Source: an optimization exercise on an open RTL-to-GDS flow (aim: small area, a short achievable clock period and few clock cycles). Production flows keep margins and buffers that such runs may drop.
RTL that was checked went through simulation tests only; none was proved equivalent to the original.
The flow treats the clock pin as an ideal source. Dropping or thinning the clock tree relies on that and would not hold on a real chip.

==> job 2858 <==
==> flow/design.v <==
module AEC(clk, rst, ascii_in, ready, valid, result);
input clk;
input rst;
input ready;
input [7:0] ascii_in;
output valid;
output [6:0] result;
reg valid_r;            
reg k_dig, k_add, k_sub, k_mul, k_lp, k_rp;    
reg [3:0] xv;           
wire active = k_dig | k_add | k_sub | k_mul | k_lp | k_rp;
wire k_pm = k_add | k_sub;
wire inexpr = ready | active;
wire [7:0] a = ascii_in;
wire is_eq  = a[4] & a[3] & a[2];              
wire is_dig = a[6] | (a[4] & ~(a[3] & a[2]));  
wire is_op  = ~a[6] & ~a[4];                   
wire [2:0] a_inc = a[2:0] + 3'd1;
always @(posedge clk) begin
	if (rst) begin
		valid_r <= 1'b0;
		k_dig   <= 1'b0;
		k_add   <= 1'b0;
		k_sub   <= 1'b0;
		k_mul   <= 1'b0;
		k_lp    <= 1'b0;
		k_rp    <= 1'b0;
	end else begin
		valid_r <= inexpr & is_eq;
		k_dig   <= inexpr & is_dig;
		k_add   <= inexpr & is_op & a[0] & a[1];            
		k_sub   <= inexpr & is_op & a[0] & a[2];            
		k_mul   <= inexpr & is_op & ~a[0] & a[1];           
		k_lp    <= inexpr & is_op & ~a[0] & ~a[1];          
		k_rp    <= inexpr & is_op & a[0] & ~a[2] & ~a[1];   
	end
	xv <= a[6] ? {1'b1, a_inc} :
	      is_op ? {4{a[1] & ~a[0]}} :
	      a[3:0];
end
reg [6:0] A, B, K;
reg [13:0] E0;            
reg [6:0] E1;             
reg v0, v1;               
reg [6:0] T;              
reg tm;                   
reg [5:0] F;              
reg po;                   
wire pop = k_rp & F[0] & ~tm;      
wire tclose = k_rp & F[0] & tm;    
wire push = k_lp & po & ~v1;       
wire topen = k_lp & po & v1;       
wire [6:0] S_o = {7{pop}} & E0[13:7];
wire one0 = xv[0];
wire two0 = xv[1] & ~xv[0];
wire neg0 = xv[1];
wire one1 = xv[1] ^ xv[2];
wire two1 = (xv[3] & ~xv[2] & ~xv[1]) | (~xv[3] & xv[2] & xv[1]);
wire neg1 = xv[3];
wire d2   = xv[3] & ~k_mul;
wire [6:0] r0 = (({7{one0}} & B) | ({7{two0}} & {B[5:0], 1'b0})) ^ {7{neg0}};
wire [6:0] r1 = {((({5{one1}} & B[4:0]) | ({5{two1}} & {B[3:0], 1'b0})) ^ {5{neg1}}), 2'b00} |
                S_o | ({7{k_pm}} & (K ^ {7{k_sub}}));
wire [6:0] r2 = {{3{d2}} & B[2:0], 1'b0, neg1, 1'b0, neg0 | k_sub};
wire [6:0] s1 = r0 ^ r1 ^ r2;
wire [6:0] c1 = (r0 & r1) | (r0 & r2) | (r1 & r2);
wire [6:0] t1 = {c1[5:0], 1'b0};
wire [6:0] s2 = s1 ^ t1 ^ A;
wire [6:0] c2 = (s1 & t1) | (s1 & A) | (t1 & A);
wire [6:0] P = s1 + t1;
wire [6:0] Q = s2 + {c2[5:0], 1'b0};
wire a_q = active & ~push & ~k_pm;
wire b_a = k_rp & ~tclose;
wire b_h = k_mul | k_lp | tclose;
wire k_h = k_dig | k_pm | k_mul | (k_rp & ~F[0]);
always @(posedge clk) begin
	A <= ({7{a_q}} & Q) | ({7{k_pm}} & A);
	B <= ({7{k_dig | k_pm}} & P) | ({7{b_a}} & A) | ({7{b_h}} & B) | {6'd0, ~active};
	K <= ({7{k_lp}} & B) | ({7{tclose}} & T) | ({7{pop}} & E0[6:0]) |
	     ({7{k_h}} & K) | {6'd0, ~active};
	po <= k_mul | k_pm;
	F <= ({6{active & ~k_lp & ~k_rp}} & F) | ({6{k_lp}} & {F[4:0], po}) |
	     ({6{k_rp}} & {1'b0, F[5:1]});
	v0 <= (active & ~push & ~pop & v0) | push | (pop & v1);
	v1 <= (active & ~push & ~pop & v1) | (push & v0);
	tm <= (active & ~tclose & tm) | topen;
	E0 <= ({14{push}} & {A, K}) | ({14{pop}} & {E1, 7'd1}) | ({14{~push & ~pop}} & E0);
	E1 <= ({7{push}} & E0[13:7]) | ({7{~push}} & E1);
	T  <= ({7{topen}} & K) | ({7{~topen}} & T);
end
assign valid  = valid_r;
assign result = A;
endmodule
==> flow/flow/run.sh <==
#!/bin/bash
# Runs the standard ORFS layout (standard.sh) with the extra make
# settings listed one per line in flow/make_args, and flow/pre_cts.tcl as
# the CTS step's PRE_CTS_TCL hook (it builds the clock tree itself).
# make's output goes to standard_flow.log; each ORFS step also writes its
# own log under orfs/logs/.
set -euo pipefail
mapfile -t extra < flow/make_args
bash standard.sh "${extra[@]}" "PRE_CTS_TCL=$PWD/flow/pre_cts.tcl" finish > standard_flow.log 2>&1
==> flow/flow/make_args <==
SETUP_SLACK_MARGIN=10.5
BUFFER_PORTS_ARGS=-buffer_cell sky130_fd_sc_hd__buf_1
==> flow/flow/pre_cts.tcl <==
# Clock distribution for this small design: the clock port drives four
# clkbuf_16, one per quadrant of the clock sinks, each placed at the centre
# of its sinks and driving them directly.  TritonCTS builds a deeper tree
# (nine buffers in two levels) for the same sinks; here the CTS step's own
# clock_tree_synthesis call is turned into a no-op that only propagates the
# clock, and the rest of the step (legalisation, timing repair) runs as usual.
proc my_split_clock { } {
  set block [ord::get_db_block]
  set clknet [[$block findBTerm clk] getNet]
  set master [[ord::get_db] findMaster sky130_fd_sc_hd__clkbuf_16]
  set sinks {}
  foreach it [$clknet getITerms] {
    set loc [[$it getInst] getLocation]
    lappend sinks [list [lindex $loc 0] [lindex $loc 1] $it]
  }
  set sinks [lsort -integer -index 0 $sinks]
  set half [expr {([llength $sinks] + 1) / 2}]
  set groups {}
  foreach part [list [lrange $sinks 0 [expr {$half - 1}]] [lrange $sinks $half end]] {
    set part [lsort -integer -index 1 $part]
    set h [expr {([llength $part] + 1) / 2}]
    lappend groups [lrange $part 0 [expr {$h - 1}]] [lrange $part $h end]
  }
  set g 0
  foreach grp $groups {
    if { [llength $grp] == 0 } { continue }
    set buf [odb::dbInst_create $block $master clkbuf_q$g]
    set net [odb::dbNet_create $block clknet_q$g]
    $net setSigType CLOCK
    set sx 0
    set sy 0
    foreach s $grp {
      set it [lindex $s 2]
      incr sx [lindex $s 0]
      incr sy [lindex $s 1]
      $it disconnect
      $it connect $net
    }
    [$buf findITerm A] connect $clknet
    [$buf findITerm X] connect $net
    $buf setLocation [expr {$sx / [llength $grp]}] [expr {$sy / [llength $grp]}]
    $buf setPlacementStatus PLACED
    puts "clock buffer clkbuf_q$g drives [llength $grp] sinks"
    incr g
  }
}

my_split_clock
rename clock_tree_synthesis my_unused_clock_tree_synthesis
proc clock_tree_synthesis { args } {
  set_propagated_clock [all_clocks]
  puts "clock_tree_synthesis skipped: the clock tree was built in PRE_CTS_TCL"
}
==> flow/standard.sh <==
#!/bin/bash
# synth_recipe.tcl (not shown) runs the flow's synth.tcl, then flattens the netlist and writes it again
# the make line also repeats each setting of config.mk as NAME=value (left out here)
make -C /OpenROAD-flow-scripts/flow DESIGN_CONFIG=/design/flow/config.mk WORK_HOME=/design/flow/orfs CLKGATE_MAP_FILE= SYNTH_SCRIPT=/design/flow/synth_recipe.tcl "${@:-finish}"
==> flow/config.mk <==
export PLATFORM = sky130hd
export DESIGN_NAME = AEC
export DESIGN_NICKNAME = AEC
export VERILOG_FILES = /design/flow/design.v
export SDC_FILE = /design/flow/constraint.sdc
export NUM_CORES = 4
export LEC_CHECK = 0
export CAP_MARGIN = 20
export CORE_MARGIN = 2
export CORE_UTILIZATION = 50
export SLEW_MARGIN = 20
==> flow/constraint.sdc <==
create_clock -name core_clock -period 14.0 [get_ports {clk}]
set_input_delay 2.8000 -clock core_clock [delete_from_list [all_inputs] [get_ports {clk}]]
set_output_delay 2.8000 -clock core_clock [all_outputs]
set_load 0.01 [all_outputs]
==> job 6053 (differences from job 2858) <==
==> flow/design.v, changed modules only <==
module AEC(clk, rst, ascii_in, ready, valid, result);
input clk;
input rst;
input ready;
input [7:0] ascii_in;
output valid;
output [6:0] result;
reg valid_r;            
reg k_dig, k_pm, k_mul, k_lp, k_rp;    
reg [3:0] xv;           
wire active = k_dig | k_pm | k_mul | k_lp | k_rp;
wire inexpr = ready | active;
wire [7:0] a = ascii_in;
wire is_eq  = a[4] & a[3] & a[2];              
wire is_dig = a[6] | (a[4] & ~(a[3] & a[2]));  
wire is_op  = ~a[6] & ~a[4];                   
wire [2:0] a_inc = a[2:0] + 3'd1;
always @(posedge clk) begin
	if (rst) begin
		valid_r <= 1'b0;
		k_dig   <= 1'b0;
		k_pm    <= 1'b0;
		k_mul   <= 1'b0;
		k_lp    <= 1'b0;
		k_rp    <= 1'b0;
	end else begin
		valid_r <= inexpr & is_eq;
		k_dig   <= inexpr & is_dig;
		k_pm    <= inexpr & is_op & a[0] & (a[1] | a[2]);  
		k_mul   <= inexpr & is_op & ~a[0] & a[1];           
		k_lp    <= inexpr & is_op & ~a[0] & ~a[1];          
		k_rp    <= inexpr & is_op & a[0] & ~a[2] & ~a[1];   
	end
	xv <= a[6] ? {1'b1, a_inc} :
	      is_op ? {1'b0, a[2], 2'b00} :
	      a[3:0];
end
reg [6:0] A, B, K;
reg [13:0] E0;            
reg [6:0] E1;             
reg v0, v1;               
reg [6:0] T;              
reg tm;                   
reg [5:0] F;              
reg po;                   
wire pop = k_rp & F[0] & ~tm;      
wire tclose = k_rp & F[0] & tm;    
wire push = k_lp & po & ~v1;       
wire topen = k_lp & po & v1;       
wire [6:0] S_o = {7{pop}} & E0[13:7];
wire [6:0] r0 = {7{xv[0]}} & B;
wire [6:0] r1 = {7{xv[1]}} & {B[5:0], 1'b0};
wire [6:0] r2 = {7{xv[2]}} & {B[4:0], 2'b0};
wire [6:0] r3 = ({7{xv[3]}} & {B[3:0], 3'b0}) | S_o | ({7{k_mul}} & ~B);
wire [6:0] s1 = r0 ^ r1 ^ r2;
wire [6:0] c1 = (r0 & r1) | (r0 & r2) | (r1 & r2);
wire [6:0] t1 = {c1[5:0], 1'b0};
wire [6:0] s2 = s1 ^ t1 ^ r3;
wire [6:0] c2 = (s1 & t1) | (s1 & r3) | (t1 & r3);
wire [6:0] t2 = {c2[5:0], k_mul};
wire [6:0] s3 = s2 ^ t2 ^ A;
wire [6:0] c3 = (s2 & t2) | (s2 & A) | (t2 & A);
wire [6:0] P = s2 + t2;
wire [6:0] Q = s3 + {c3[5:0], 1'b0};
wire [6:0] negK = ~K + 7'd1;
wire a_q = active & ~push & ~k_pm;
wire b_a = k_rp & ~tclose;
wire b_h = k_mul | k_lp | tclose;
wire k_h = k_dig | k_pm | k_mul | (k_rp & ~F[0]);
always @(posedge clk) begin
	A <= ({7{a_q}} & Q) | ({7{k_pm}} & A);
	B <= ({7{k_dig}} & P) | ({7{k_pm & ~xv[2]}} & K) | ({7{k_pm & xv[2]}} & negK) |
	     ({7{b_a}} & A) | ({7{b_h}} & B) | {6'd0, ~active};
	K <= ({7{k_lp}} & B) | ({7{tclose}} & T) | ({7{pop}} & E0[6:0]) |
	     ({7{k_h}} & K) | {6'd0, ~active};
	po <= k_mul | k_pm;
	F <= ({6{active & ~k_lp & ~k_rp}} & F) | ({6{k_lp}} & {F[4:0], po}) |
	     ({6{k_rp}} & {1'b0, F[5:1]});
	v0 <= (active & ~push & ~pop & v0) | push | (pop & v1);
	v1 <= (active & ~push & ~pop & v1) | (push & v0);
	tm <= (active & ~tclose & tm) | topen;
	E0 <= ({14{push}} & {A, K}) | ({14{pop}} & {E1, 7'd1}) | ({14{~push & ~pop}} & E0);
	E1 <= ({7{push}} & E0[13:7]) | ({7{~push}} & E1);
	T  <= ({7{topen}} & K) | ({7{~topen}} & T);
end
assign valid  = valid_r;
assign result = A;
endmodule
==> flow/flow/make_args (replaced) <==
SETUP_SLACK_MARGIN=10.4
BUFFER_PORTS_ARGS=-buffer_cell sky130_fd_sc_hd__buf_1
==> job 6665 (differences from job 2858) <==
==> flow/design.v, changed modules only <==
module AEC(clk, rst, ascii_in, ready, valid, result);
input clk;
input rst;
input ready;
input [7:0] ascii_in;
output valid;
output [6:0] result;
reg valid_r;            
reg k_dig, k_pm, k_mul, k_lp, k_rp;    
reg [3:0] xv;           
wire active = k_dig | k_pm | k_mul | k_lp | k_rp;
wire inexpr = ready | active;
wire [7:0] a = ascii_in;
wire is_eq  = a[4] & a[3] & a[2];              
wire is_dig = a[6] | (a[4] & ~(a[3] & a[2]));  
wire is_op  = ~a[6] & ~a[4];                   
wire [2:0] a_inc = a[2:0] + 3'd1;
always @(posedge clk) begin
	if (rst) begin
		valid_r <= 1'b0;
		k_dig   <= 1'b0;
		k_pm    <= 1'b0;
		k_mul   <= 1'b0;
		k_lp    <= 1'b0;
		k_rp    <= 1'b0;
	end else begin
		valid_r <= inexpr & is_eq;
		k_dig   <= inexpr & is_dig;
		k_pm    <= inexpr & is_op & a[0] & (a[1] | a[2]);  
		k_mul   <= inexpr & is_op & ~a[0] & a[1];           
		k_lp    <= inexpr & is_op & ~a[0] & ~a[1];          
		k_rp    <= inexpr & is_op & a[0] & ~a[2] & ~a[1];   
	end
	xv <= a[6] ? {1'b1, a_inc} :
	      is_op ? ((a[1] & ~a[0]) ? 4'hf : {1'b0, a[2], 2'b00}) :
	      a[3:0];
end
reg [6:0] A, B, K;
reg [13:0] E0, E1;        
reg [6:0] E2;             
reg [5:0] F;              
reg po;                   
wire [6:0] S_o = {7{k_rp & F[0]}} & E0[13:7];
wire one0 = xv[0];
wire two0 = xv[1] & ~xv[0];
wire neg0 = xv[1];
wire one1 = xv[1] ^ xv[2];
wire two1 = (xv[3] & ~xv[2] & ~xv[1]) | (~xv[3] & xv[2] & xv[1]);
wire neg1 = xv[3];
wire d2   = xv[3] & ~k_mul;
wire [6:0] r0 = (({7{one0}} & B) | ({7{two0}} & {B[5:0], 1'b0})) ^ {7{neg0}};
wire [6:0] r1 = {((({5{one1}} & B[4:0]) | ({5{two1}} & {B[3:0], 1'b0})) ^ {5{neg1}}), 2'b00} | S_o;
wire [6:0] r2 = {{3{d2}} & B[2:0], 1'b0, neg1, 1'b0, neg0};
wire [6:0] s1 = r0 ^ r1 ^ r2;
wire [6:0] c1 = (r0 & r1) | (r0 & r2) | (r1 & r2);
wire [6:0] t1 = {c1[5:0], 1'b0};
wire [6:0] s2 = s1 ^ t1 ^ A;
wire [6:0] c2 = (s1 & t1) | (s1 & A) | (t1 & A);
wire [6:0] P = s1 + t1;
wire [6:0] Q = s2 + {c2[5:0], 1'b0};
wire [6:0] K_o = F[0] ? E0[6:0] : K;
wire [6:0] negK = ~K + 7'd1;
always @(posedge clk) begin
	if (~active) begin
		A <= 7'd0;
		B <= 7'd1;
		K <= 7'd1;
		F <= 6'd0;
	end else begin
		if (k_dig) begin
			A <= Q;
			B <= P;
		end else if (k_mul) begin
			A <= Q;
		end else if (k_pm) begin
			B <= xv[2] ? negK : K;
		end else if (k_lp) begin
			A <= 7'd0;
			K <= B;
		end else if (k_rp) begin
			A <= Q;
			B <= A;
			K <= K_o;
		end
		if (k_lp)
			F <= {F[4:0], po};
		else if (k_rp)
			F <= {1'b0, F[5:1]};
	end
	po <= k_mul | k_pm;
	if (k_lp & po) begin
		E0 <= {A, K};
		E1 <= E0;
		E2 <= E1[13:7];
	end else if (k_rp & F[0]) begin
		E0 <= E1;
		E1 <= {E2, 7'd1};
	end
end
assign valid  = valid_r;
assign result = A;
endmodule
==> impl_metrics.env <==
export IMPL_die_area_um2=7780
export IMPL_first_global_vias=2494
export IMPL_outcome="complete, no violations"
export IMPL_place_area_um2=3690
export IMPL_post_drt_wl_per_cell_um=16.8
export IMPL_p_comb_mw=0.0860
export IMPL_core_um2=6830
export IMPL_nWellTaps=96
export IMPL_timing_fmax_mhz=279
export IMPL_synth_area_top_cells="dfxtp_1 31%, edfxtp_1 12%, fa_1 9.0%, nand2_1 5.8%, ha_1 5.6%"
export IMPL_dr_total_vias=2567
That was job 6053.
==> impl_metrics.env <==
export IMPL_outcome="complete, no violations"
export IMPL_timing_fmax_mhz=288
export IMPL_first_global_vias=2542
export IMPL_p_comb_mw=0.276
export IMPL_nWellTaps=99
export IMPL_place_area_um2=3750
export IMPL_die_area_um2=7990
export IMPL_dr_total_vias=2730
That was job 2858.
==> impl_metrics.env <==
export IMPL_outcome="complete, no violations"
export IMPL_place_area_um2=4270
export IMPL_timing_fmax_mhz=284
export IMPL_die_area_um2=9030
export IMPL_nWellTaps=105
export IMPL_synth_area_top_cells="edfxtp_1 25%, dfxtp_1 18%, fa_1 4.8%, ha_1 4.8%, nor2_1 4.4%"
export IMPL_dr_total_vias=2896
export IMPL_post_drt_wl_per_cell_um=17.0
That was job 6665.
Testbench counts of job 6053, summed over its fixed seeds: cycles 27,544.
No functional check of the RTL was part of job 2858 and job 6665. No run of this note takes its clock network from TritonCTS; it comes from the design's own scripts or RTL.

## what the ideal ports hide
Ports are ideal in the flow. The routed layouts listed here were re-timed in OpenROAD.
Step 1, drivers: a clkbuf_16 drives clk and a buf_2 each remaining input, both assumed.
Step 2 moves the port delays by t, midway between the first and last clock arrival at a register: inputs arrive t later, outputs are due t later. That takes back most of the time a late clock gives input paths.
Three values: no drivers, after step 1, after step 2; two values: the first two.
run	shift t [ns]	setup WS [ns]	clock arrival spread, ns	worst register clock-pin slew, ns
job 2858	0.222	10.523 / 10.443 / 10.388	0.016 / 0.017	0.08 / 0.08
job 6053	0.217	10.421 / 10.344 / 10.380	0.013 / 0.013	0.08 / 0.08
job 6665	0.222	10.479 / 10.400 / 10.328	0.010 / 0.011	0.08 / 0.08
After both steps every run listed still meets setup and hold. For job 6665, which loses most, drivers alone change the setup slack by -0.079 ns; drivers and shift together by -0.151 ns.
